Source: an optimization exercise on an open RTL-to-GDS flow (aim: small area, a short achievable clock period and few clock cycles). Production flows keep margins and buffers that such runs may drop. Where RTL was checked, it was by simulation tests only, not by an equivalence proof against the original. The RTL of runs 1, 3 and 4 was laid out without a check of its function. The flow treats the clock pin as an ideal source, which a real chip does not have. Power figures rest on the tool's default switching activity, not on a simulated workload.

`flow/config.mk`:
```
export PLATFORM = sky130hd
export DESIGN_NAME = cpu_pl
export DESIGN_NICKNAME = cpu_pl
export VERILOG_FILES = /design/flow/design.v
export SDC_FILE = /design/flow/constraint.sdc
export NUM_CORES = 8
export LEC_CHECK = 0
export CAP_MARGIN = 10
export CORE_MARGIN = 2
export CORE_UTILIZATION = 40
export CTS_CLUSTER_DIAMETER = 125
export CTS_CLUSTER_SIZE = 24
export GPL_TIMING_DRIVEN = 1
export PLACE_DENSITY = 0.5
export SLEW_MARGIN = 10
export SYNTH_HIERARCHICAL = 1
export SYNTH_MINIMUM_KEEP_SIZE = 0
```
`flow/constraint.sdc`:
```
create_clock -name core_clock -period 10.5 [get_ports {clk}]
set_input_delay 2.1000 -clock core_clock [delete_from_list [all_inputs] [get_ports {clk}]]
set_output_delay 2.1000 -clock core_clock [all_outputs]
set_load 0.01 [all_outputs]
```
`flow/design.v`:
```
module cpu_pl(
    input clk,
    input rst,
    output [31:0] imem_addr,
    input [31:0] imem_rdata,
    output [31:0] dmem_addr,
    output [31:0] dmem_wdata,
    output [3:0] dmem_wstrb,
    input [31:0] dmem_rdata
);
reg [7:0] pc;
reg [7:0] ras;           
reg d_valid;
reg [31:0] d_inst;
reg [7:0] d_pc;
reg [7:0] d_alt;         
reg d_apc, d_bu, d_blink, d_bimm, d_brs2;   
reg [31:1] d_sel1, d_sel2;   
reg e_we, e_ld, e_st, e_br, e_jalr;
reg e_shf;               
reg [4:0] e_rd;
reg [4:0] e_rs1;         
reg [2:0] e_mf3;         
reg [31:0] e_a, e_b;
reg [11:0] e_i;          
reg [2:0] e_f3;          
reg e_sub, e_arith;
reg [8:0] e_op;          
reg e_pred;
reg [7:0] e_alt;
reg w_we;
reg [4:0] w_rd;
reg [31:0] w_res;
reg [31:0] w_sdata;
reg [3:0] w_strb;
reg [31:0] m_addr;
wire [31:0] rf [1:31];
wire stall;              
wire d_stall;            
wire sh_more;            
wire redirect;
wire id_mis;             
wire [7:0] redirect_pc;
wire [31:0] alu;
wire [31:0] ld;
wire [31:0] fi = imem_rdata;
wire f_jal = fi[6:2] == 5'b11011;
wire f_br = fi[6:2] == 5'b11000;
wire f_jalr = fi[6:2] == 5'b11001;
wire [7:0] f_tgt_j = pc + fi[29:22];
wire [7:0] f_tgt_b = pc + {fi[29:25], fi[11:9]};
wire [7:0] f_inc = pc + 8'd1;
wire [7:0] f_next = f_jal ? f_tgt_j : (f_br & fi[31]) ? f_tgt_b : f_jalr ? ras : f_inc;
wire [7:0] f_alt = f_br ? (fi[31] ? f_inc : f_tgt_b) : ras;
assign imem_addr = {18'b0, 2'b11, 2'b00, pc, 2'b00};
always @(posedge clk or posedge rst) begin
    if (rst) begin
        pc <= 8'd0;
        ras <= 8'd0;
        d_valid <= 1'b0;
    end else begin
        if (redirect) pc <= redirect_pc;
        else if (id_mis) pc <= d_alt;
        else if (!stall) pc <= f_next;
        if (!stall && (f_jal | f_jalr) && fi[11:7] == 5'd1) ras <= f_inc;
        if (redirect || id_mis) d_valid <= 1'b0;
        else if (!stall) d_valid <= 1'b1;
    end
end
always @(posedge clk) begin
    if (!stall) begin
        d_inst <= fi;
        d_pc <= pc;
        d_alt <= f_alt;
    end
end
wire [4:0] n_rs1 = stall ? d_inst[19:15] : fi[19:15];
wire [4:0] n_rs2 = stall ? d_inst[24:20] : fi[24:20];
genvar gr;
generate
    for (gr = 1; gr < 32; gr = gr + 1) begin : rsel
        always @(posedge clk) begin
            d_sel1[gr] <= n_rs1 == gr;
            d_sel2[gr] <= n_rs2 == gr;
        end
    end
endgenerate
wire [4:0] n_op = stall ? d_inst[6:2] : fi[6:2];
always @(posedge clk) begin
    d_apc <= n_op == 5'b00101;
    d_bu <= n_op == 5'b01101 || n_op == 5'b00101;
    d_blink <= n_op == 5'b11011 || n_op == 5'b11001;
    d_bimm <= n_op == 5'b00100;
    d_brs2 <= !(n_op == 5'b01101 || n_op == 5'b00101 || n_op == 5'b11011 || n_op == 5'b11001 || n_op == 5'b00100);
end
wire [4:0] op = d_inst[6:2];
wire [2:0] f3 = d_inst[14:12];
wire [4:0] rs1 = d_inst[19:15];
wire [4:0] rs2 = d_inst[24:20];
wire [4:0] rd = d_inst[11:7];
wire i_lui = op == 5'b01101;
wire i_auipc = op == 5'b00101;
wire i_jal = op == 5'b11011;
wire i_jalr = op == 5'b11001;
wire i_br = op == 5'b11000;
wire i_ld = op == 5'b00000;
wire i_st = op == 5'b01000;
wire i_opi = op == 5'b00100;
wire i_op = op == 5'b01100;
wire uses1 = ~(i_lui | i_auipc | i_jal);
wire uses2 = i_op | i_br | i_st;
wire writes = (i_lui | i_auipc | i_jal | i_jalr | i_ld | i_opi | i_op) && rd != 5'd0;
reg [31:0] rf1, rf2;
integer ri;
always @(*) begin
    rf1 = 32'h0;
    rf2 = 32'h0;
    for (ri = 1; ri < 32; ri = ri + 1) begin
        rf1 = rf1 | (rf[ri] & {32{d_sel1[ri]}});
        rf2 = rf2 | (rf[ri] & {32{d_sel2[ri]}});
    end
end
wire [31:0] rv1 = (w_we && w_rd == rs1) ? w_res : rf1;
wire [31:0] rv2 = (w_we && w_rd == rs2) ? w_res : rf2;
reg rf_rst;
always @(posedge clk) rf_rst <= rst;
wire [31:0] rf_wd = rf_rst ? 32'h0 : w_res;
generate
    for (gr = 1; gr < 32; gr = gr + 1) begin : rfile
        reg [31:0] q;
        always @(posedge clk) begin
            if (rf_rst || (w_we && w_rd == gr)) begin
                if (gr == 2) q <= rf_rst ? 32'h00002ffc : w_res;
                else if (gr == 3) q <= rf_rst ? 32'h00001800 : w_res;
                else q <= rf_wd;
            end
        end
        assign rf[gr] = q;
    end
endgenerate
wire [9:0] d_agu;
cpl_add10 agu (.a(rv1[9:0]), .b(d_inst[29:20]), .s(d_agu));
wire ld_fwd = i_ld && f3 == 3'b010 && e_st && e_mf3 == 3'b010 && rs1 == e_rs1 && d_inst[31:20] == e_i;
assign d_stall = d_valid && (((i_ld | i_jalr) && e_we && e_rd == rs1) || (i_ld && e_st && !ld_fwd) || (i_jalr && e_st));
assign stall = d_stall | sh_more;
wire fwd1 = uses1 && e_we && e_rd == rs1;
wire fwd2 = uses2 && e_we && e_rd == rs2;
assign id_mis = d_valid && !stall && i_br && f3[2:1] == 2'b00 && rs2 == 5'd0 && !fwd1
                && ((~|rv1) ^ f3[0]) != d_inst[31];
wire [8:0] d_inc = {1'b0, d_pc} + 9'd1;
wire [31:0] link = {18'b0, 2'b11, 1'b0, d_inc, 2'b00};
wire [31:0] pcfull = {18'b0, 2'b11, 2'b00, d_pc, 2'b00};
wire [31:0] imm_i = {{20{d_inst[31]}}, d_inst[31:20]};
wire [31:0] imm_u = {d_inst[31:12], 12'b0};
wire [31:0] a_id = d_apc ? pcfull : rv1;
wire [31:0] b_id = ({32{ld_fwd}} & e_b) | ({32{d_bu}} & imm_u) | ({32{d_blink}} & link)
                 | ({32{d_bimm}} & imm_i) | ({32{d_brs2 & ~ld_fwd}} & rv2);
always @(posedge clk or posedge rst) begin
    if (rst) begin
        e_we <= 1'b0; e_ld <= 1'b0; e_st <= 1'b0; e_br <= 1'b0; e_jalr <= 1'b0; e_shf <= 1'b0;
    end else if (sh_more) begin
    end else if (redirect || d_stall || !d_valid) begin
        e_we <= 1'b0; e_ld <= 1'b0; e_st <= 1'b0; e_br <= 1'b0; e_jalr <= 1'b0; e_shf <= 1'b0;
    end else begin
        e_shf <= (i_opi | i_op) && f3[1:0] == 2'b01;
        e_we <= writes;
        e_ld <= i_ld && !ld_fwd;
        e_st <= i_st;
        e_br <= i_br && !id_mis;
        e_jalr <= i_jalr;
    end
end
always @(posedge clk or posedge rst) begin
    if (rst) begin
        e_rd <= 5'd0;
        e_f3 <= 3'b000;
        e_sub <= 1'b0;
        e_arith <= 1'b0;
        e_op <= 9'b0;
    end else if (!sh_more) begin
        e_rd <= rd;
        e_f3 <= (i_opi | i_op | i_br) ? f3 : 3'b000;
        e_sub <= i_op && f3 == 3'b000 && d_inst[30];
        e_arith <= d_inst[30];
        e_op <= (i_lui | i_jal | i_jalr | ld_fwd) ? 9'b100000000 : (i_opi | i_op) ? (9'b000000001 << f3) : 9'b000000001;
    end
end
wire fa_ld = fwd1 & e_ld & ~sh_more;
wire fa_alu = (fwd1 & ~e_ld) | sh_more;
wire fa_id = ~fwd1 & ~sh_more;
wire fb_ld = fwd2 & e_ld & ~sh_more;
wire fb_alu = fwd2 & ~e_ld & ~sh_more;
wire fb_id = ~fwd2 & ~sh_more;
always @(posedge clk) begin
    e_rs1 <= rs1;
    e_mf3 <= f3;
    e_a <= ({32{fa_ld}} & ld) | ({32{fa_alu}} & alu) | ({32{fa_id}} & a_id);
    e_b <= ({32{fb_ld}} & ld) | ({32{fb_alu}} & alu) | ({32{fb_id}} & b_id)
         | ({32{sh_more}} & {27'b0, e_b[4:0] - 5'd3});
    e_i <= {d_inst[31:25], d_inst[11:7]};
    e_pred <= d_inst[31];
    e_alt <= d_alt;
end
wire [31:0] a = e_a;
wire [31:0] b = e_b;
wire [31:0] sum = a + (e_sub ? ~b : b) + {31'b0, e_sub};
wire c_eq = a == b;
wire c_ltu = a < b;
wire c_lt = (a[31] ^ b[31]) ? a[31] : c_ltu;
assign sh_more = e_shf && b[4:2] != 3'b000;
wire [1:0] sh_n = b[1:0] | {2{sh_more}};
wire left = ~e_f3[2];
wire [31:0] sh_in;
wire [31:0] sh_out;
genvar gi;
generate
    for (gi = 0; gi < 32; gi = gi + 1) begin : rev
        assign sh_in[gi] = left ? a[31 - gi] : a[gi];
    end
endgenerate
wire sh_fill = e_arith & a[31] & ~left;
wire [31:0] sh_1 = sh_n[0] ? {sh_fill, sh_in[31:1]} : sh_in;
wire [31:0] sh_r = sh_n[1] ? {{2{sh_fill}}, sh_1[31:2]} : sh_1;
generate
    for (gi = 0; gi < 32; gi = gi + 1) begin : rev2
        assign sh_out[gi] = left ? sh_r[31 - gi] : sh_r[gi];
    end
endgenerate
assign alu = ({32{e_op[0]}} & sum) | ({32{e_op[1] | e_op[5]}} & sh_out)
           | {31'b0, (e_op[2] & c_lt) | (e_op[3] & c_ltu)}
           | ({32{e_op[4]}} & (a ^ b)) | ({32{e_op[6]}} & (a | b))
           | ({32{e_op[7]}} & (a & b)) | ({32{e_op[8]}} & b);
wire cond = (e_f3[2] ? (e_f3[1] ? c_ltu : c_lt) : c_eq) ^ e_f3[0];
wire br_mis = e_br && (cond != e_pred);
wire [9:0] e_agu = m_addr[9:0];
wire jalr_mis = e_jalr && (e_agu[9:2] != e_alt);
assign redirect = br_mis | jalr_mis;
assign redirect_pc = e_jalr ? e_agu[9:2] : e_alt;
wire [7:0] ld_b0 = e_agu[1] ? (e_agu[0] ? dmem_rdata[31:24] : dmem_rdata[23:16])
                            : (e_agu[0] ? dmem_rdata[15:8] : dmem_rdata[7:0]);
wire [7:0] ld_b1 = e_agu[1] ? dmem_rdata[31:24] : dmem_rdata[15:8];
wire ld_word = e_mf3[1];
wire ld_half = e_mf3[0];
wire ld_sign = ~e_mf3[2] & (ld_half ? ld_b1[7] : ld_b0[7]);
assign ld[7:0] = ld_b0;
assign ld[15:8] = ld_word ? dmem_rdata[15:8] : ld_half ? ld_b1 : {8{ld_sign}};
assign ld[31:16] = ld_word ? dmem_rdata[31:16] : {16{ld_sign}};
wire [31:0] ex_res = e_ld ? ld : alu;
wire [31:0] st_addr = a + {{20{e_i[11]}}, e_i};
wire [31:0] sdata = e_mf3[1] ? b : e_mf3[0] ? {2{b[15:0]}} : {4{b[7:0]}};
wire [3:0] strb = e_mf3[1] ? 4'b1111 : e_mf3[0] ? (st_addr[1] ? 4'b1100 : 4'b0011) : (4'b0001 << st_addr[1:0]);
always @(posedge clk or posedge rst) begin
    if (rst) begin
        w_we <= 1'b0;
        w_strb <= 4'b0;
    end else begin
        w_we <= e_we & ~sh_more;
        w_strb <= e_st ? strb : 4'b0;
    end
end
always @(posedge clk) begin
    w_rd <= e_rd;
    w_res <= ex_res;
    w_sdata <= sdata;
    m_addr[31:10] <= st_addr[31:10];
    m_addr[9:0] <= e_st ? st_addr[9:0] : d_agu;
end
assign dmem_addr = m_addr;
assign dmem_wdata = w_sdata;
assign dmem_wstrb = w_strb;
endmodule
module cpl_add10(
    input [9:0] a,
    input [9:0] b,
    output [9:0] s
);
assign s = a + b;
endmodule
```
`flow/flow/run.sh`:
```
#!/bin/bash
# Layout flow: the standard flow (standard.sh), with the port buffers made
# of a small buffer cell, timing repair aimed below the clock period, and a
# second round of setup repair after clock tree synthesis.
set -euo pipefail
F=$(cd "$(dirname "$0")" && pwd)
bash standard.sh synth > flow_synth.log 2>&1
bash standard.sh \
    "BUFFER_PORTS_ARGS=-buffer_cell sky130_fd_sc_hd__buf_1" \
    "SETUP_SLACK_MARGIN=7" \
    "POST_CTS_TCL=$F/post_cts.tcl" \
    finish > flow_layout.log 2>&1
```
`flow/flow/post_cts.tcl`:
```
# a second round of setup repair after clock tree synthesis
estimate_parasitics -placement
repair_timing -setup -setup_margin $::env(SETUP_SLACK_MARGIN) -repair_tns 100 -max_passes 1000 -verbose
detailed_placement
check_placement -verbose
```
`flow/standard.sh`:
```
#!/bin/bash
# synth_recipe.tcl (not shown) runs the flow's synth.tcl, then flattens the netlist and writes it again
# the make line also repeats each setting of config.mk as NAME=value (left out here)
make -C /OpenROAD-flow-scripts/flow DESIGN_CONFIG=/design/flow/config.mk WORK_HOME=/design/flow/orfs CLKGATE_MAP_FILE= SYNTH_SCRIPT=/design/flow/synth_recipe.tcl "${@:-finish}"
```
==> reports/metrics.csv, run 1 <==
metric;value;unit
status;no timing/DRC/antenna violations;
worstSetupEndpointType;register;
vias_per_cell;7.305;
relSlewSlack;13.25;%
ys_seq_area_share;58.56;%
drt_iter0_markers;11450;
worstPathRequired;11.12;ns
fmax;266.4;MHz
worstPathArrival;4.38;ns
ant_nets;0;
antenna_found_initial;16;
drc;0;
area_growth;16.40;%
fillers;14280;
crit_path_start_kind;register;
final_core_util;46.99;%
post-synth-top-count-cell;edfxtp_1;
synth-async-reset-ratio;3.492;%
drv_slew;0;
synth.avg_cell_area;12.27;µm²
crit_slowest_cell;nor4_4;
holdWs;0.3838;ns
multi_input_comb_area;27020;µm²
ys_types;88;
vias;55680;
ys_top_cells_by_count;1038 x edfxtp_1, 658 x a22oi_1, 294 x clkbuf_1, 287 x nor2_1, 261 x dfxtp_1;
port_buffers;139;
track_usage;39.47;%
synth_top_area_share;48.58;%
routed_wl;333100;µm
post-route-period-util;35.76;%
layout-drive-gt1-share;19.11;%
num_io_pins;166;
finClkSkew;0.04342;ns
syn-instance-count;5228;
hpwlAfterDp;194500;µm
avgRoutedWirePerCell;43.70;µm
synth_ff_type;edfxtp_1;
fp.dieH;404.5;µm
place_area;68050;µm²
grt_pass1_vias;51760;
core;158900;µm²
setup_ws;6.746;ns
path_common_cell;buf_4;
fp.dieW;404.5;µm
synth_edf_count;1038;
setup_viol;0;
cp_max_fo;15;
total_power;18.75;mW
post-route-min-period;3.754;ns
dpl.cell_count;7319;
gp_congestion;0.9822;
drt_first_pass_iters;9;
ys_warn_count;7;
tns;0;ns
worst-setup-path-type;reg -> reg;
die_area;163600;µm²
synth.largest_area_cell;edfxtp_1;
grt_max_degree;58;
worstMarginPinSlew;1.291;ns
dp_slack;4.830;ns
synth_area_leaders;edfxtp_1 49%, dfxtp_1 8.1%, a22oi_1 7.7%, ha_1 3.5%, a221oi_1 2.2%;
vdd_ir_drop_max;0.0001357;V
ys_ff_latch;1346;
cts.sinks;1346;
rsz0062_at_grt;true;
drv_cap;0;
seq_area;37800;µm²
grt_pass1_wl;443000;µm
slowest_delay;0.37;ns
fin_cells;7622;
worstSkewPairLatency;0.74;ns
hp-class;reg -> reg;
p_leak;26.51;nW
powerDensity;251.0;nW/µm²
clk_pin_slew;0.11;ns
overflow;0;
netlist_area;64160;µm²
fin_area;74680;µm²
cts_tree;done;
crit_chain;buf_4 -> buf_12 -> buf_4 -> a22oi_1 -> nand3_1 -> nor2_1 -> a31oi_4 -> nor4_4 -> and4_4 -> nand3_2 -> a2111oi_4 -> buf_6 -> mux2_4 -> o221a_1;
hold_viol;0;
nets;5758;
num_rows;146;
initial_utilization;40.37;%
-- power breakdown --
| group | internal, mW | total [mW] | switching [mW] |
|---|---|---|---|
| Clock | 1.23 | 3.11 | 1.88 |
| Combinational | 2.75 | 7.20 | 4.46 |
| Sequential | 7.21 | 8.43 | 1.22 |
| Total | 11.2 | 18.7 | 7.56 |
-- final cells by class --
class                           instances  share of cell area [%]
Sequential cell                      1346                   50.61
Multi-Input combinational cell       3386                   36.18
Timing Repair Buffer                  559                   6.331
Tap cell                             2072                   3.471
Clock buffer                           96                   2.404
Inverter                              148                  0.7807
Clock inverter                         11                  0.2144
Antenna cell                            4                 0.01340
-- cell families (layout without fill, tap and decap cells) --
kind of cell | Yosys count | after routing | share of synthesized area, %
muxes | 165 | 165 | 3.399
AOI/OAI and AO/OA | 1739 | 1739 | 20.23
other | 2 | 28 | 0.01171
xor gates and xnor gates | 161 | 161 | 2.233
buffers and inverters | 518 | 814 | 3.317
DFF | 1346 | 1346 | 58.56
adders and majority gates | 184 | 184 | 3.647
and+or+nand+nor | 1113 | 1113 | 8.602
-- state kept, by name, summed over array words and instances, names as in the netlist, 8 cells and up --
register	flops
rfile.q	992
e_a	32
e_b	32
m_addr	32
w_res	32
w_sdata	32
d_sel1	31
d_sel2	31
d_inst	30
e_i	12
e_op	9
d_alt	8
d_pc	8
e_alt	8
pc	8
ras	8
-- metal layers --
metal / track usage [%] / up-vias / share of wire, %
met3: 13.88 / 1208 / 16
li1: - / 21440 / -
met2: 54.62 / 5160 / 40
met5: 0.2081 / - / 0.063
met1: 53.22 / 27850 / 37
met4: 22.67 / 22 / 7.1
-- path summary, 6_finish.rpt --
kind                                          from                   to  slack (ns)  depth (start not counted)
worst min-delay path            d_alt[2]$_DFFE_PN_     e_alt[2]$_DFF_P_        0.38                          0
max in group asynchronous                      rst  e_f3[2]$_DFFE_PP0N_        8.31                          3
worst max-delay path             d_sel1[2]$_DFF_P_    pc[1]$_DFFE_PP0P_        6.75                         14
worst min register to register  d_alt[2]$_DFFE_PN_     e_alt[2]$_DFF_P_        0.38                          0
worst max register to register   d_sel1[2]$_DFF_P_    pc[1]$_DFFE_PP0P_        6.75                         14
min in group asynchronous                      rst       w_we$_DFF_PP0_        1.59                          3
-- critical path: cells and delay by family, from the launching register on --
family | cells | cell delay, ns
simple gates | 5 | 1.12
buf+inv | 4 | 0.93
compound gates | 4 | 0.90
flops | 1 | 0.33
mux | 1 | 0.31
-- modules after synthesis (local to each module, per instance) --
module / flops+latches / cell area (µm²)
cpu_pl: 1346 / 63770
cpl_add10: 0 / 385.4
-- layout by cell type, fill, tap and decap left out, types with 67 or more instances in the layout --
cell type / count
a221oi_1: 158
nand2_1: 219
nor3_1: 68
dfxtp_2: 95
clkbuf_16: 70
o21ai_0: 111
ha_1: 165
a21oi_1: 166
dfxtp_1: 143
buf_1: 133
xnor2_1: 67
a22o_1: 151
nand4_1: 175
a22oi_1: 658
xor2_1: 76
mux2i_1: 88
inv_1: 138
buf_4: 309
nor2b_1: 76
edfxtp_1: 1038
nand3_1: 92
nor2_1: 250
==> inputs of run 2 (changes only) <==
--- a/flow/design.v
+++ b/flow/design.v
@@ -40,5 +40,4 @@
 wire sh_more;            
 wire redirect;
-wire id_mis;             
 wire [7:0] redirect_pc;
 wire [31:0] alu;
@@ -61,8 +60,7 @@
     end else begin
         if (redirect) pc <= redirect_pc;
-        else if (id_mis) pc <= d_alt;
         else if (!stall) pc <= f_next;
         if (!stall && (f_jal | f_jalr) && fi[11:7] == 5'd1) ras <= f_inc;
-        if (redirect || id_mis) d_valid <= 1'b0;
+        if (redirect) d_valid <= 1'b0;
         else if (!stall) d_valid <= 1'b1;
     end
@@ -146,6 +144,4 @@
 wire fwd1 = uses1 && e_we && e_rd == rs1;
 wire fwd2 = uses2 && e_we && e_rd == rs2;
-assign id_mis = d_valid && !stall && i_br && f3[2:1] == 2'b00 && rs2 == 5'd0 && !fwd1
-                && ((~|rv1) ^ f3[0]) != d_inst[31];
 wire [8:0] d_inc = {1'b0, d_pc} + 9'd1;
 wire [31:0] link = {18'b0, 2'b11, 1'b0, d_inc, 2'b00};
@@ -167,5 +163,5 @@
         e_ld <= i_ld && !ld_fwd;
         e_st <= i_st;
-        e_br <= i_br && !id_mis;
+        e_br <= i_br;
         e_jalr <= i_jalr;
     end
==> flow/flow/run.sh (replaced) <==
#!/bin/bash
# Layout flow: the standard flow (standard.sh), with the port buffers made
# of a small buffer cell, timing repair aimed below the clock period, and a
# second round of setup repair after clock tree synthesis and after global
# routing.
set -euo pipefail
F=$(cd "$(dirname "$0")" && pwd)
bash standard.sh synth > flow_synth.log 2>&1
bash standard.sh \
    "BUFFER_PORTS_ARGS=-buffer_cell sky130_fd_sc_hd__buf_1" \
    "SETUP_SLACK_MARGIN=7" \
    "POST_CTS_TCL=$F/post_cts.tcl" \
    "POST_GLOBAL_ROUTE_TCL=$F/post_grt.tcl" \
    finish > flow_layout.log 2>&1
==> flow/flow/post_grt.tcl (new file) <==
# a second round of setup repair on global-route parasitics, with the routing
# of the changed nets redone and the route guides written again
global_route -start_incremental
repair_timing -setup -setup_margin $::env(SETUP_SLACK_MARGIN) -repair_tns 100 -max_passes 1000 -verbose
detailed_placement
global_route -end_incremental
estimate_parasitics -global_routing
write_guides $::env(RESULTS_DIR)/route.guide
==> run 2 against run 1 <==
Against the previous run:
- clock power hardly changed
- global-route usage is 1.0 points lower
- sequential share of layout area is 1.7 points higher
- die area is 0.33% lower
- register-to-register slack better by 0.21 ns
- critical endpoint is now e_a[12]$_DFF_P_
- largest cell class unchanged
- largest power group unchanged
==> reports/metrics.csv, run 2 <==
metric;value;unit;change
vias_per_cell;7.357;;+0.71%
crit_path_start_kind;register;;
track_usage;38.42;%;-1.0 points
fillers;14400;;+0.87%
grt_pass1_vias;50340;;-2.7%
routed_wl;324800;µm;-2.5%
synth_top_area_share;48.74;%;+0.16 points
drt_first_pass_iters;10;;+1
gp_congestion;0.9728;;-0.96%
fmax;282.3;MHz;+6.0%
avgRoutedWirePerCell;43.75;µm;+0.10%
final_common_cell;edfxtp_1;;
clk_pin_slew;0.12;ns;about the same
worstMarginPinSlew;1.281;ns;-0.01009 ns
layout-drive-gt1-share;15.54;%;-3.6 points
overflow;0;;unchanged
status;no timing/DRC/antenna violations;;
port_buffers;139;;unchanged
regMostFlops;rfile.q;;
powerDensity;253.2;nW/µm²;+0.87%
area_growth;13.01;%;
synth_edf_count;1038;;unchanged
finClkSkew;0.05011;ns;+0.006692 ns
die_area;163100;µm²;-0.33%
cts_tree;done;;
grt_pass1_wl;430600;µm;-2.8%
ys_warn_count;7;;unchanged
synth.avg_cell_area;12.45;µm²;+1.4%
syn-instance-count;5138;;-1.7%
ys_ff_latch;1346;;unchanged
ys_top_cells_by_count;1038 x edfxtp_1, 335 x a22oi_1, 316 x a221oi_1, 297 x a22o_1, 290 x nand2_1;;
core;158600;µm²;-0.23%
fp.dieW;403.8;µm;-0.17%
synth_area_leaders;edfxtp_1 49%, dfxtp_1 8.2%, a221oi_1 4.3%, a22o_1 4.1%, a22oi_1 3.9%;;
cts.sinks;1346;;unchanged
drv_slew;0;;unchanged
vdd_ir_drop_max;0.0001497;V;+10%
worstPathArrival;4.14;ns;-0.24 ns
antenna_found_initial;10;;-6
synth_ff_type;edfxtp_1;;
hp-class;reg -> reg;;
multi_input_comb_area;25870;µm²;-4.3%
ys_types;96;;+9.1%
setup_viol;0;;unchanged
cp_max_fo;16;;+1
largest_register_ffs;992;;unchanged
worstSkewPairLatency;0.74;ns;about the same
vias;54630;;-1.9%
num_io_pins;166;;unchanged
hold_viol;0;;unchanged
hpwlAfterDp;189300;µm;-2.7%
post-synth-top-count-cell;edfxtp_1;;
grt_max_degree;65;;+12%
initial_utilization;40.33;%;-0.043 points
place_area;67640;µm²;-0.59%
drv_cap;0;;unchanged
num_rows;146;;unchanged
post-route-period-util;33.74;%;-2.0 points
drt_iter0_markers;10980;;-4.1%
dpl.cell_count;7194;;-1.7%
post-route-min-period;3.543;ns;-0.2115 ns
ys_seq_area_share;58.76;%;+0.20 points
drc;0;;unchanged
worstPathRequired;11.10;ns;-0.02 ns
worst-setup-path-type;reg -> reg;;
relSlewSlack;13.93;%;+0.68 points
fin_area;72260;µm²;-3.2%
fp.dieH;403.8;µm;-0.17%
final_cell_mix;1038 x edfxtp_1, 335 x a22oi_1, 303 x a221oi_1;;
seq_area;37810;µm²;about the same
tns;0;ns;unchanged
fin_cells;7425;;-2.6%
synth.largest_area_cell;edfxtp_1;;
netlist_area;63950;µm²;-0.34%
nets;5564;;-3.4%
worstSetupEndpointType;register;;
synth-async-reset-ratio;3.492;%;unchanged
ant_nets;0;;unchanged
p_leak;25.92;nW;-2.2%
[run 2: cell types whose count changed after synthesis, sizes merged, moves of 22 or more]
cell / change
o211ai: +37
a22o: +146
a22oi: -322
buf: +30
nor2: -77
a221o: -22
nand2: +55
nand4: -33
a221oi: +155
clkbuf: -23
[run 2: through the flow]
| step | util (%) | worst slack (ns) | total power, mW | hold WS [ns] |
|---|---|---|---|---|
| final | 45.57 | 6.957 | 18.30 | 0.3433 |
| after detailed placement | 42.66 | 5.631 | 14.18 | 0.3269 |
| after global placement | 42.66 | 5.667 | 14.18 | 0.3247 |
| after floorplan | - | 6.596 | 11.53 | 0.3233 |
[run 2: where the power goes]
part           leakage (nW)  internal (mW)  switching [mW]
logic                  11.5           2.50            4.17
clock network         0.947           1.27            1.85
registers              13.4           7.22            1.29
total                  25.9           11.0            7.31
[run 2: modules after synthesis (local to each module, per instance)]
| module | cells inside | area, µm² |
|---|---|---|
| cpl_add10 | 51 | 385.4 |
| cpu_pl | 5087 | 63560 |
[run 2: critical path: stages (launching register included)]
cell and delay, ns:
dfxtp_2 0.60, buf_4 0.47, buf_4 0.57, a221oi_1 0.17, nand4_1 0.13, nor3_1 0.08
a21oi_1 0.86, o21bai_1 0.25, o221ai_1 0.24
[run 2: layout make-up]
class | instances | area share, %
flip-flops and latches | 1346 | 52.32
multi-input cells | 3306 | 35.79
well taps | 2072 | 3.588
diodes | 7 | 0.02424
inverters | 134 | 0.7082
repair buffers | 459 | 4.857
clock inverters | 9 | 0.2008
clock buffers | 92 | 2.509
[run 2: layer usage]
metal	share of wire, %	track usage [%]	up-vias
met4	7.3	21.78	10
li1	-	-	21030
met5	0.021	0	-
met1	37	51.54	27420
met2	41	54.35	4977
met3	15	12.66	1197
[run 2: path summary, 6_finish.rpt]
kind | startpoint | end | slack [ns] | cells after the start
worst min register to register | d_alt[1]$_DFFE_PN_ | e_alt[1]$_DFF_P_ | 0.34 | 0
max in group asynchronous | rst | pc[0]$_DFFE_PP0P_ | 8.20 | 3
min in group asynchronous | rst | e_shf$_DFFE_PP0N_ | 1.38 | 2
worst min-delay path | d_alt[1]$_DFFE_PN_ | e_alt[1]$_DFF_P_ | 0.34 | 0
worst max register to register | d_sel1[21]$_DFF_P_ | e_a[12]$_DFF_P_ | 6.96 | 8
worst max-delay path | d_sel1[21]$_DFF_P_ | e_a[12]$_DFF_P_ | 6.96 | 8
[run 2: kinds of logic after synthesis]
| kind of cell | Yosys count | synth area share [%] |
|---|---|---|
| mux | 146 | 3.092 |
| compound gates | 1728 | 20.80 |
| flops | 1346 | 58.76 |
| xor+xnor | 165 | 2.260 |
| buf+inv | 511 | 3.225 |
| fa+ha+maj | 184 | 3.659 |
| simple gates | 1056 | 8.200 |
| other cells | 2 | 0.01174 |
Testbench counts of run 2, summed over its fixed seeds: cycles 442,009.
==> inputs of run 3 (changes only) <==
--- a/flow/design.v
+++ b/flow/design.v
@@ -16,4 +16,6 @@
 reg [7:0] d_alt;         
 reg d_apc, d_bu, d_blink, d_bimm, d_brs2;   
+reg d_fwd1, d_fwd2;      
+reg d_ldfwd;             
 reg [31:1] d_sel1, d_sel2;   
 reg e_we, e_ld, e_st, e_br, e_jalr;
@@ -92,4 +94,13 @@
     d_brs2 <= !(n_op == 5'b01101 || n_op == 5'b00101 || n_op == 5'b11011 || n_op == 5'b11001 || n_op == 5'b00100);
 end
+wire f_uses1 = ~(fi[6:2] == 5'b01101 || fi[6:2] == 5'b00101 || fi[6:2] == 5'b11011);
+wire f_uses2 = fi[6:2] == 5'b01100 || fi[6:2] == 5'b11000 || fi[6:2] == 5'b01000;
+wire f_lw = fi[6:2] == 5'b00000 && fi[14:12] == 3'b010;
+always @(posedge clk) begin
+    d_fwd1 <= sh_more ? fwd1 : !d_stall && d_valid && writes && rd == fi[19:15] && f_uses1;
+    d_fwd2 <= sh_more ? fwd2 : !d_stall && d_valid && writes && rd == fi[24:20] && f_uses2;
+    d_ldfwd <= !stall && d_valid && i_st && f3 == 3'b010 && f_lw
+               && rs1 == fi[19:15] && {d_inst[31:25], d_inst[11:7]} == fi[31:20];
+end
 wire [4:0] op = d_inst[6:2];
 wire [2:0] f3 = d_inst[14:12];
@@ -139,5 +150,5 @@
 wire [9:0] d_agu;
 cpl_add10 agu (.a(rv1[9:0]), .b(d_inst[29:20]), .s(d_agu));
-wire ld_fwd = i_ld && f3 == 3'b010 && e_st && e_mf3 == 3'b010 && rs1 == e_rs1 && d_inst[31:20] == e_i;
+wire ld_fwd = d_ldfwd;
 assign d_stall = d_valid && (((i_ld | i_jalr) && e_we && e_rd == rs1) || (i_ld && e_st && !ld_fwd) || (i_jalr && e_st));
 assign stall = d_stall | sh_more;
@@ -182,10 +193,10 @@
     end
 end
-wire fa_ld = fwd1 & e_ld & ~sh_more;
-wire fa_alu = (fwd1 & ~e_ld) | sh_more;
-wire fa_id = ~fwd1 & ~sh_more;
-wire fb_ld = fwd2 & e_ld & ~sh_more;
-wire fb_alu = fwd2 & ~e_ld & ~sh_more;
-wire fb_id = ~fwd2 & ~sh_more;
+wire fa_ld = d_fwd1 & e_ld & ~sh_more;
+wire fa_alu = (d_fwd1 & ~e_ld) | sh_more;
+wire fa_id = ~d_fwd1 & ~sh_more;
+wire fb_ld = d_fwd2 & e_ld & ~sh_more;
+wire fb_alu = d_fwd2 & ~e_ld & ~sh_more;
+wire fb_id = ~d_fwd2 & ~sh_more;
 always @(posedge clk) begin
     e_rs1 <= rs1;
==> flow/flow/run.sh (replaced) <==
#!/bin/bash
# Layout flow: the standard flow (standard.sh), with the port buffers made
# of a small buffer cell, timing repair aimed below the clock period, and a
# second round of setup repair after clock tree synthesis.
set -euo pipefail
F=$(cd "$(dirname "$0")" && pwd)
bash standard.sh synth > flow_synth.log 2>&1
bash standard.sh \
    "BUFFER_PORTS_ARGS=-buffer_cell sky130_fd_sc_hd__buf_1" \
    "SETUP_SLACK_MARGIN=7" \
    "POST_CTS_TCL=$F/post_cts.tcl" \
    finish > flow_layout.log 2>&1
removed: flow/flow/post_grt.tcl
==> run 3 against run 2 <==
Against the previous run:
- non-clock buffer count increased by 5
- power increased by 2.1%
- utilization increased by 0.12 points
- cell count decreased by 0.32%
- critical path depth increased by 5
- still clean on timing, DRC and antenna
- sequential share of layout area decreased by 0.22 points
- combinational power increased by 6.7%
- final area increased by 0.38%
- die area increased by 0.28%
- sequential cell count decreased by 2
==> reports/metrics.csv, run 3 <==
metric;value;unit;change
status;no timing/DRC/antenna violations;;
synth_top_area_share;48.61;%;-0.14 points
largest_register_ffs;992;;unchanged
grt_pass1_vias;50570;;+0.46%
post-route-min-period;3.619;ns;+0.07641 ns
fp.dieW;404.4;µm;+0.14%
nets;5538;;-0.47%
grt_max_degree;61;;-6.2%
worstPathRequired;11.13;ns;+0.03 ns
total_power;18.68;mW;+2.1%
ys_ff_latch;1344;;-0.15%
rsz0062_at_grt;true;;
synth_ff_type;edfxtp_1;;
num_rows;146;;unchanged
post-synth-top-count-cell;edfxtp_1;;
gp_congestion;0.9872;;+1.5%
hp-class;reg -> reg;;
synth_area_leaders;edfxtp_1 49%, dfxtp_1 8.1%, a221oi_1 5.1%, a22o_1 4.6%, ha_1 3.5%;;
slowest_delay;0.56;ns;-0.30 ns
syn-instance-count;5105;;-0.64%
fp.dieH;404.4;µm;+0.14%
dp_slack;5.942;ns;+0.3110 ns
hpwlAfterDp;196700;µm;+3.9%
synth.avg_cell_area;12.56;µm²;+0.93%
cp_max_fo;7;;-9
worstPathArrival;4.25;ns;+0.11 ns
worstSkewPairLatency;0.74;ns;about the same
layout-drive-gt1-share;15.79;%;+0.25 points
fillers;14270;;-0.92%
grt_pass1_wl;438200;µm;+1.8%
regMostFlops;rfile.q;;
synth.largest_area_cell;edfxtp_1;;
drc;0;;unchanged
area_growth;13.11;%;about the same
antenna_found_initial;10;;unchanged
track_usage;39.23;%;+0.81 points
routed_wl;331500;µm;+2.1%
cts.sinks;1344;;-0.15%
synth_edf_count;1038;;unchanged
setup_ws;6.881;ns;-0.07641 ns
ys_warn_count;7;;unchanged
tns;0;ns;unchanged
p_leak;25.97;nW;+0.18%
crit_slowest_cell;or4_1;;
vias;54930;;+0.55%
overflow;0;;unchanged
drv_slew;0;;unchanged
vias_per_cell;7.422;;+0.88%
powerDensity;257.5;nW/µm²;+1.7%
port_buffers;139;;unchanged
crit_chain;buf_12 -> buf_16 -> mux2i_4 -> fa_2 -> nor2b_1 -> o21ai_2 -> a21boi_2 -> or4_1 -> a21oi_1 -> xor2_1 -> o221ai_2 -> mux2_4 -> o211a_1;;
core;158700;µm²;+0.12%
relSlewSlack;11.50;%;-2.4 points
synth-async-reset-ratio;3.497;%;+0.0052 points
die_area;163500;µm²;+0.28%
post-route-period-util;34.47;%;+0.73 points
setup_viol;0;;unchanged
vdd_ir_drop_max;0.0001595;V;+6.6%
num_io_pins;166;;unchanged
initial_utilization;40.40;%;+0.068 points
drt_first_pass_iters;10;;unchanged
cts_tree;done;;
ys_types;90;;-6.3%
holdWs;0.3501;ns;+0.006869 ns
final_common_cell;edfxtp_1;;
netlist_area;64130;µm²;+0.28%
worstMarginPinSlew;1.324;ns;+0.04275 ns
drv_cap;0;;unchanged
final_cell_mix;1038 x edfxtp_1, 363 x a221oi_1, 340 x a22o_1;;
avgRoutedWirePerCell;44.79;µm;+2.4%
worstSetupEndpointType;register;;
clk_pin_slew;0.11;ns;about the same
drt_iter0_markers;11650;;+6.1%
ys_seq_area_share;58.53;%;-0.23 points
ys_top_cells_by_count;1038 x edfxtp_1, 372 x a221oi_1, 340 x a22o_1, 279 x clkbuf_1, 259 x dfxtp_1;;
ant_nets;0;;unchanged
hold_viol;0;;unchanged
fmax;276.3;MHz;-2.1%
crit_path_start_kind;register;;
finClkSkew;0.04250;ns;-0.007609 ns
worst-setup-path-type;reg -> reg;;
run 3: cell types whose count changed in the layout (fill, tap and decap cells not counted), moves of 17 or more:
cell,delta
nand3_1,-48
nor2_1,+26
nand2_1,-49
and3_1,+28
o211ai_1,-17
a22o_1,+43
nand2b_1,+18
a22oi_1,-87
nor3_1,-31
a21oi_1,-39
a221oi_1,+60
run 3: Yosys stat by module, one instance, submodules excluded:
module / copies in the design / cells inside / area (µm²)
cpl_add10: 1 / 51 / 385.4
cpu_pl: 1 / 5054 / 63740
run 3: cell type report:
cell class              instances  area (µm²)  area share [%]
flip-flops and latches       1344       37790           52.10
multi-input cells            3274       26000           35.85
repair buffers                464        3616           4.985
well taps                    2072        2592           3.574
clock buffers                  90        1815           2.503
inverters                     137       520.5          0.7176
clock inverters                10       171.4          0.2363
diodes                         10       25.02         0.03450
run 3: kinds of logic (layout without fill, tap and decap cells):
logic type                 count (synthesis)  after routing  synth area share (%)
buffers and inverters                    510            701                 3.212
AOI/OAI and AO/OA                       1741           1741                 21.25
DFF                                     1344           1344                 58.53
adders and majority gates                184            184                 3.649
other                                      2             34               0.01171
and+or+nand+nor                         1013           1014                 7.980
muxes                                    145            145                 3.102
xor gates and xnor gates                 166            166                 2.267
run 3: final timing paths:
kind / cells after the start / to / slack, ns / start
max: 13 / e_b[10]$_DFF_P_ / 6.88 / e_sub$_DFFE_PP0N_
min: 0 / e_alt[2]$_DFF_P_ / 0.35 / d_alt[2]$_DFFE_PN_
max reg2reg: 13 / e_b[10]$_DFF_P_ / 6.88 / e_sub$_DFFE_PP0N_
min reg2reg: 0 / e_alt[2]$_DFF_P_ / 0.35 / d_alt[2]$_DFFE_PN_
max in group asynchronous: 3 / pc[0]$_DFFE_PP0P_ / 8.08 / rst
min in group asynchronous: 2 / e_arith$_DFFE_PP0N_ / 1.59 / rst
run 3: where the power goes:
part | switching, mW | internal (mW)
combinational | 4.51 | 2.61
sequential | 1.23 | 7.22
clock | 1.81 | 1.29
total | 7.56 | 11.1
run 3: layer usage:
metal | routed length (µm) | track usage (%) | share of wire [%]
met3 | 51160 | 14.63 | 15
met1 | 122100 | 52.18 | 37
met2 | 134400 | 54.92 | 41
met4 | 23710 | 21.62 | 7.2
met5 | 71 | 0.1784 | 0.021
run 3: worst max-delay path, delay by kind of cell (launching register included):
family,cells,cell delay [ns]
fa+ha+maj,1,0.26
buf+inv,2,0.32
mux,2,0.60
simple gates,2,0.62
compound gates,5,0.97
flops,1,0.48
xor+xnor,1,0.28
run 3: metrics by stage:
step / std cells / area (µm²) / util [%]
after floorplan: 5127 / 64400 / -
after global placement: 7166 / 67820 / 42.72
after detailed placement: 7166 / 67820 / 42.72
after global routing: 7392 / 72510 / 45.68
final: 7401 / 72530 / 45.69
==> inputs of run 4 (changes only) <==
==> flow/flow/post_cts.tcl (replaced) <==
# a second round of setup repair after clock tree synthesis
estimate_parasitics -placement
repair_timing -setup -setup_margin 7.3 -repair_tns 100 -max_passes 1000 -verbose
detailed_placement
check_placement -verbose
==> run 4 against run 3 <==
Against the previous run:
- still clean
- clock power about the same
- first-iteration DRC count up 5.7%
- fmax up 1.0%
- critical path depth up 1
- highest routed layer unchanged
==> reports/metrics.csv, run 4 <==
metric;value;unit;change
netlist_area;64130;µm²;unchanged
cp_max_fo;7;;unchanged
final_common_cell;edfxtp_1;;
vias_per_cell;7.440;;+0.24%
p_clk_share;15.9;%;-0.7 points
worstMarginPinSlew;1.417;ns;+0.09291 ns
dp_slack;5.942;ns;unchanged
crit_path_start_kind;register;;
port_buffers;139;;unchanged
largest_register_ffs;992;;unchanged
ys_top_cells_by_count;1038 x edfxtp_1, 372 x a221oi_1, 340 x a22o_1, 279 x clkbuf_1, 259 x dfxtp_1;;
dpl.cell_count;7166;;unchanged
setup_ws;6.918;ns;+0.03715 ns
fin_cells;7516;;+1.6%
fillers;14060;;-1.5%
synth.avg_cell_area;12.56;µm²;unchanged
num_io_pins;166;;unchanged
layout-drive-gt1-share;20.99;%;+5.2 points
drt_iter0_markers;12310;;+5.7%
die_area;163500;µm²;unchanged
r2r_start;e_sub$_DFFE_PP0N_;;
initial_utilization;40.40;%;unchanged
worstHoldStart;d_alt[1]$_DFFE_PN_;;
final_core_util;47.25;%;+1.6 points
area_growth;16.97;%;
busiest_layer;met2;;
p_switching;7.873;mW;+4.2%
seq_area;37880;µm²;+0.25%
clk_pin_slew;0.10;ns;about the same
hp-class;reg -> reg;;
overflow;0;;unchanged
fmax;279.2;MHz;+1.0%
worstPathRequired;11.07;ns;-0.06 ns
grt_max_degree;61;;unchanged
post-route-period-util;34.12;%;-0.35 points
status;no timing/DRC/antenna violations;;
grt.met2_usage;55.85;%;+0.93 points
drt_first_pass_iters;9;;-1
regMostFlops;rfile.q;;
rsz0062_at_grt;true;;
worst-setup-path-type;reg -> reg;;
vias;55920;;+1.8%
worstSetupEndpointType;register;;
drc;0;;unchanged
drv_slew;0;;unchanged
crit_chain;buf_12 -> buf_16 -> xor2_2 -> ha_1 -> o21a_1 -> o211ai_1 -> buf_4 -> o211ai_1 -> a31oi_4 -> buf_4 -> nand3_2 -> a211o_4 -> a2111oi_4 -> a2111oi_2;;
multi_input_comb_area;26750;µm²;+2.9%
setup_viol;0;;unchanged
finClkSkew;0.04938;ns;+0.006879 ns
cts.sinks;1344;;unchanged
worstSkewPairLatency;0.74;ns;about the same
nets;5655;;+2.1%
worstPathArrival;4.15;ns;-0.10 ns
final_cell_mix;1038 x edfxtp_1, 360 x a221oi_1, 340 x a22o_1;;
power_frac_seq;43.2;%;-2.1 points
post-synth-top-count-cell;edfxtp_1;;
grt_pass1_vias;51740;;+2.3%
antenna_found_initial;15;;+5
p_comb_share;40.9;%;+2.8 points
powerDensity;260.1;nW/µm²;+1.0%
synth_edf_count;1038;;unchanged
syn-instance-count;5105;;unchanged
avgRoutedWirePerCell;44.97;µm;+0.41%
r2r_slack;6.92;ns;+0.04 ns
swShare;40.35;%;-0.11 points
post-route-min-period;3.582;ns;-0.03715 ns
total_power;19.51;mW;+4.5%
fp.dieW;404.4;µm;unchanged
hpwlAfterDp;196700;µm;unchanged
ys_seq_area_share;58.53;%;unchanged
routed_wl;338000;µm;+2.0%
rr_worst_depth;14;;+1
p_leak;27.11;nW;+4.4%
slowest_delay;0.46;ns;-0.10 ns
vdd_ir_drop_max;0.0001608;V;+0.77%
crit_slowest_cell;dfrtp_2;;
ys_warn_count;7;;unchanged
synth_ff_type;edfxtp_1;;
grt_pass1_wl;448400;µm;+2.3%
ys_types;90;;unchanged
synth_top_area_share;48.61;%;unchanged
cts_tree;done;;
internal_power;11.64;mW;+4.6%
fp.dieH;404.4;µm;unchanged
track_usage;40.15;%;+0.92 points
hold_viol;0;;unchanged
r2r_end;e_b[29]$_DFF_P_;;
relSlewSlack;5.543;%;-6.0 points
synth_area_leaders;edfxtp_1 49%, dfxtp_1 8.1%, a221oi_1 5.1%, a22o_1 4.6%, ha_1 3.5%;;
synth.largest_area_cell;edfxtp_1;;
core;158700;µm²;unchanged
synth-async-reset-ratio;3.497;%;unchanged
gp_congestion;0.9872;;unchanged
drv_cap;0;;unchanged
crit_path_end;e_b[29]$_DFF_P_;;
grt_use_met3;14.86;%;+0.23 points
crit_path_start;e_sub$_DFFE_PP0N_;;
num_rows;146;;unchanged
ys_ff_latch;1344;;unchanged
ant_nets;0;;unchanged
tns;0;ns;unchanged
use_met1;53.24;%;+1.1 points
## run 4: kinds of logic after synthesis
logic type	count (synthesis)	share of synthesized area [%]
simple gates	1013	7.980
mux	145	3.102
compound gates	1741	21.25
fa+ha+maj	184	3.649
xor+xnor	166	2.267
flops	1344	58.53
buf+inv	510	3.212
other cells	2	0.01171
## run 4: worst min path at each step
stage | endpoint | slack [ns] | depth (start not counted)
after floorplan | e_alt[0]$_DFF_P_ | 0.32 | 0
after global placement | e_alt[4]$_DFF_P_ | 0.32 | 0
after detailed placement | e_alt[2]$_DFF_P_ | 0.33 | 0
after global routing | e_alt[3]$_DFF_P_ | 0.36 | 0
final | e_alt[1]$_DFF_P_ | 0.35 | 0
## run 4: area by class of cell
cell class / instances / area share (%)
clock buffers: 90 / 2.420
repair buffers: 580 / 6.991
inverters: 137 / 0.7089
diodes: 8 / 0.02669
well taps: 2072 / 3.456
flip-flops and latches: 1344 / 50.50
clock inverters: 10 / 0.2285
multi-input cells: 3275 / 35.66
## run 4: power groups by stage
stage | sequential (mW) | clock (mW) | combinational [mW]
6_report | 8.42 | 3.11 | 7.98
5_1_grt | 8.46 | 3.28 | 8.30
3_5_place_dp | 8.55 | 0 | 6.01
3_3_place_gp | 8.56 | 0 | 6.01
2_1_floorplan | 7.94 | 0 | 3.74
## run 4: metal layers
layer  share of wire [%]  vias up
met3                  15     1321
met2                  40     5343
met4                 7.4       16
met1                  37    27990
li1                    -    21250
met5               0.038        -
## run 4: worst max-delay path, delay by kind of cell, from the launching register on
family	cells	cell delay, ns
flip-flops	1	0.46
AND/OR/NAND/NOR	1	0.10
AO/OA/AOI/OAI	7	1.80
buffers and inverters	4	0.63
XOR/XNOR	1	0.14
adder cells (fa/ha/maj)	1	0.30
## run 4: per-module statistics from Yosys, one instance, submodules excluded
module | times used | flip-flops and latches | cells inside | cell area, µm²
cpu_pl | 1 | 1344 | 5054 | 63740
cpl_add10 | 1 | 0 | 51 | 385.4
## run 4: stage by stage
stage / area (µm²) / hold slack [ns]
detailed placement: 67820 / 0.3285
floorplan: 64400 / 0.3233
global placement: 67820 / 0.3247
global route: 74990 / 0.3593
finish: 75010 / 0.3497

what the ideal ports hide:
In the flow no input, the clock included, has a driving cell. The finished layouts below were timed again as built, in two steps. Step 1 assumes that a clkbuf_16 drives the clock port and a buf_2 every other input. Step 2 also shifts input and output timing later by t, the mid clock arrival at the registers, as if the neighbouring blocks saw the same clock. Slacks: no drivers / after step 1 / after step 2; pairs: no drivers / after step 1.
run | t (ns) | setup WS [ns] | hold slack, ns | worst setup path at the end | clock arrival spread, ns
run 1 | 0.807 | 6.746 / 6.746 / 6.133 | 0.384 / 0.384 / 0.384 | input to register | 0.049 / 0.050
run 2 | 0.789 | 6.957 / 6.957 / 6.266 | 0.343 / 0.343 / 0.343 | input to register | 0.053 / 0.053
run 3 | 0.797 | 6.881 / 6.881 / 6.234 | 0.350 / 0.350 / 0.350 | input to register | 0.043 / 0.044
run 4 | 0.796 | 6.918 / 6.918 / 6.282 | 0.350 / 0.350 / 0.350 | input to register | 0.050 / 0.050
After both steps setup and hold are still met in every run listed. The setup slack of run 2, which loses most, moves by 0.000 ns with the drivers and by -0.691 ns with both steps.
